This is an optimization exercise on Yosys and OpenROAD, whose aim is small area, not a production implementation. At most, simulation tests tie the RTL to the original design; equivalence was not proved. Power figures rest on the tool's default switching activity, not on a simulated workload.

run A:
Design pll, start of the top module:
module pll(
	input clk,
	input reset,
	input sig_in,
	input [6:0] phase_adj,      
	input [11:0] delay_adj,     
	input [15:0] default_freq,  
	output osc_out,
	output reg sig_bad,
	output [14-1:0] per_avg);
Size: about 1400 cells after synthesis, ~960 flip-flops, roughly 54 I/O pins, roughly 24000 um^2 of cells after synthesis.
clock: 10.0 ns
lec_check: 0
cap_margin: 5
core_margin: 2
core_utilization: 45
slew_margin: 5
standard.sh (not shown) runs the stock make flow with config.mk's settings and CLKGATE_MAP_FILE= SYNTH_SCRIPT=/design/flow/synth_recipe.tcl, a recipe that flattens the netlist after the stock synthesis.
==> flow/flow/run.sh <==
#!/bin/bash
# The standard ORFS layout, with these changes:
# - synthesis: ABC uses an area script, adders are left to ABC (no full-adder
#   cell extraction), carry chains are mapped as ripple carry, and plain
#   additions of two variable operands are ripples of fa_1/ha_1 cells;
# - CTS: clkbuf_8 leaf buffers in clusters of up to 18 sinks, no dummy loads;
# - port buffers are buf_1 cells.
# Each step's full output goes to its own log file here.
set -euo pipefail
W=$PWD
sed "s#SYNTH_SCRIPT=[^ ]*#SYNTH_SCRIPT=$W/flow/synth.tcl#" standard.sh > my_standard.sh
export FLOW_ABC_SCRIPT=$W/flow/abc_area.script
export ADDER_MAP_FILE=
export SYNTH_OPERATIONS_ARGS="-extra-map $W/flow/lcu_ripple.v -extra-map $W/flow/alu_fa.v"
export CTS_ARGS="-sink_clustering_enable -repair_clock_nets -dont_use_dummy_load -buf_list sky130_fd_sc_hd__clkbuf_8 -sink_clustering_size 18 -sink_clustering_max_diameter 80"
export BUFFER_PORTS_ARGS="-buffer_cell sky130_fd_sc_hd__buf_1"
bash my_standard.sh synth > synth.log 2>&1
bash my_standard.sh finish > finish.log 2>&1
Other scripts of this flow, unchanged in this note and not shown: flow/flow/abc_area.script, flow/flow/alu_fa.v, flow/flow/lcu_ripple.v, flow/flow/synth.tcl
> inputs changed (run A -> run B)
diff --git a/flow/config.mk b/flow/config.mk
--- a/flow/config.mk
+++ b/flow/config.mk
@@ -6,6 +6,6 @@
 export NUM_CORES = 4
 export LEC_CHECK = 0
-export CAP_MARGIN = 5
+export CAP_MARGIN = 20
 export CORE_MARGIN = 2
 export CORE_UTILIZATION = 45
-export SLEW_MARGIN = 5
+export SLEW_MARGIN = 20
### Flow results
Going from run A to run B, design area about even, internal portion of total power ~0 delta, post-place instance area closely matched the old numbers, switching fraction of total power now sits at about the same level.
Inputs modified between run B and run C:
diff --git a/flow/config.mk b/flow/config.mk
--- a/flow/config.mk
+++ b/flow/config.mk
@@ -9,3 +9,5 @@
 export CORE_MARGIN = 2
 export CORE_UTILIZATION = 45
+export GPL_ROUTABILITY_DRIVEN = 0
+export GPL_TIMING_DRIVEN = 0
 export SLEW_MARGIN = 20
==> results.txt <==
- Run C vs run B, ratio of cells with drive above 1 in the final layout went up by 0.57 points.
- NOTE: worst slack on hold paths in run C exceeds that of run B
- Per the comparison of run C with run B, core utilization shows an increase of 0.34 points, multi-input gate count shows an increase of 0.67%.
- Against run B, run C comes in about 1.2% lower on wire length.

## quartz
pll, a different RTL version from the one above (not shown whole).
Size: ~1900 cells after synthesis, about 980 flip-flops, ~54 I/O pins, roughly 0.027 mm2 of cells after synthesis.
Settings: LEC_CHECK=0, CAP_MARGIN=20, CORE_MARGIN=2, CORE_UTILIZATION=45, CTS_BUF_LIST=sky130_fd_sc_hd__clkbuf_4, SLEW_MARGIN=20; clock period 10.0 ns.
run.sh (not shown) runs the stock make flow with config.mk's settings and CLKGATE_MAP_FILE= SYNTH_SCRIPT=/design/flow/synth_recipe.tcl, a recipe that flattens the netlist after the stock synthesis.
Stock flow here: none of the scripts above is used.
### quartz -> indigo
Settings: CTS_BUF_LIST no longer set, was sky130_fd_sc_hd__clkbuf_4.
Results
- indigo was carried through to the last stage, and its layout satisfied the timing, DRC and antenna checks.
- quartz ended up with per_avg[8] as its timing endpoint of the critical path; indigo ended up with osc$_DFF_PN0_.
- When indigo is measured against quartz, its critical path depth turns out 13 higher.
- Combined buffer and inverter count along the critical path is higher on quartz
- In the tables for quartz and indigo, total wirelength of the detailed-routed design reads lower with indigo.
- For quartz, the slowest stage cell on the critical path was clkdlybuf4s50_1, unlike indigo, where it was fa_1.
- indigo vs quartz: proportion of power drawn by combinational gates down in indigo
- Sequential power essentially unchanged between quartz and indigo.
Setup changes, indigo to garnet
==> flow/flow/run.sh (new file) <==
#!/bin/bash
# Standard ORFS layout, with two changes: CTS uses small clock buffers and no
# dummy loads, and the port buffers are the smallest buffer cell.
set -euo pipefail
export CTS_ARGS="-sink_clustering_enable -repair_clock_nets -dont_use_dummy_load -buf_list sky130_fd_sc_hd__clkbuf_4"
export BUFFER_PORTS_ARGS="-buffer_cell sky130_fd_sc_hd__buf_1"
bash standard.sh synth > synth.log 2>&1
bash standard.sh finish > finish.log 2>&1
==> flow/standard.sh (new file) <==
#!/bin/bash
# synth_recipe.tcl (not shown) runs the flow's synth.tcl, then flattens the netlist and writes it again
# the make line also repeats each setting of config.mk as NAME=value (left out here)
make -C /OpenROAD-flow-scripts/flow DESIGN_CONFIG=/design/flow/config.mk WORK_HOME=/design/flow/orfs CLKGATE_MAP_FILE= SYNTH_SCRIPT=/design/flow/synth_recipe.tcl "${@:-finish}"
removed: flow/run.sh
[summary]
Post-route minimum period deteriorates in garnet relative to indigo.
Relative contribution of combinational cells to total power came out higher on garnet than on indigo.
On average wire per cell in the routed design: between garnet and indigo, it ends up lower for garnet.
Between garnet and indigo, it is garnet whose portion of total power attributed to the clock network is lower, by 9.2 points.
Compared with indigo, in garnet part of the total power dissipated in sequential elements shows an increase of 7.4 points, H-tree depth higher.
No run of this note included a check of the RTL's function; only the layout flow was run.

==> afterwards: timing with drivers on the ports <==
Ports are ideal in the flow. The routed layouts listed here were re-timed in OpenROAD.
Step 1 (the two cells are an assumption about what drives the block):
set clk [get_ports {clk}]
set_driving_cell -lib_cell sky130_fd_sc_hd__clkbuf_16 $clk
set_driving_cell -lib_cell sky130_fd_sc_hd__buf_2 [delete_from_list [all_inputs] $clk]
Step 2, shift: input delay + t, output delay - t, t = (earliest + latest rising clock arrival at the registers) / 2. This alone moves slack from input paths to output paths.
Three values: no drivers, after step 1, after step 2; two values: the first two.
run | t (ns) | setup slack, ns | clock arrival spread, ns | worst register clock-pin slew, ns | cell pins on the clock port's net
run A | 0.691 | 0.302 / 0.254 / 0.488 | 0.078 / 0.078 | 0.12 / 0.12 | 1
run B | 0.691 | 0.302 / 0.254 / 0.488 | 0.078 / 0.078 | 0.12 / 0.12 | 1
run C | 0.691 | 0.272 / 0.223 / 0.395 | 0.053 / 0.054 | 0.11 / 0.11 | 1
quartz | 0.992 | 5.950 / 5.901 / 5.948 | 0.059 / 0.060 | 0.07 / 0.07 | 1
indigo | 0.677 | 6.046 / 6.046 / 5.951 | 0.027 / 0.027 | 0.06 / 0.06 | 1
garnet | 1.007 | 5.985 / 5.985 / 5.831 | 0.129 / 0.130 | 0.07 / 0.07 | 1
After both steps every run listed still meets setup and hold. The setup slack of garnet, which loses most, moves by 0.000 ns with the drivers and by -0.154 ns with both steps.
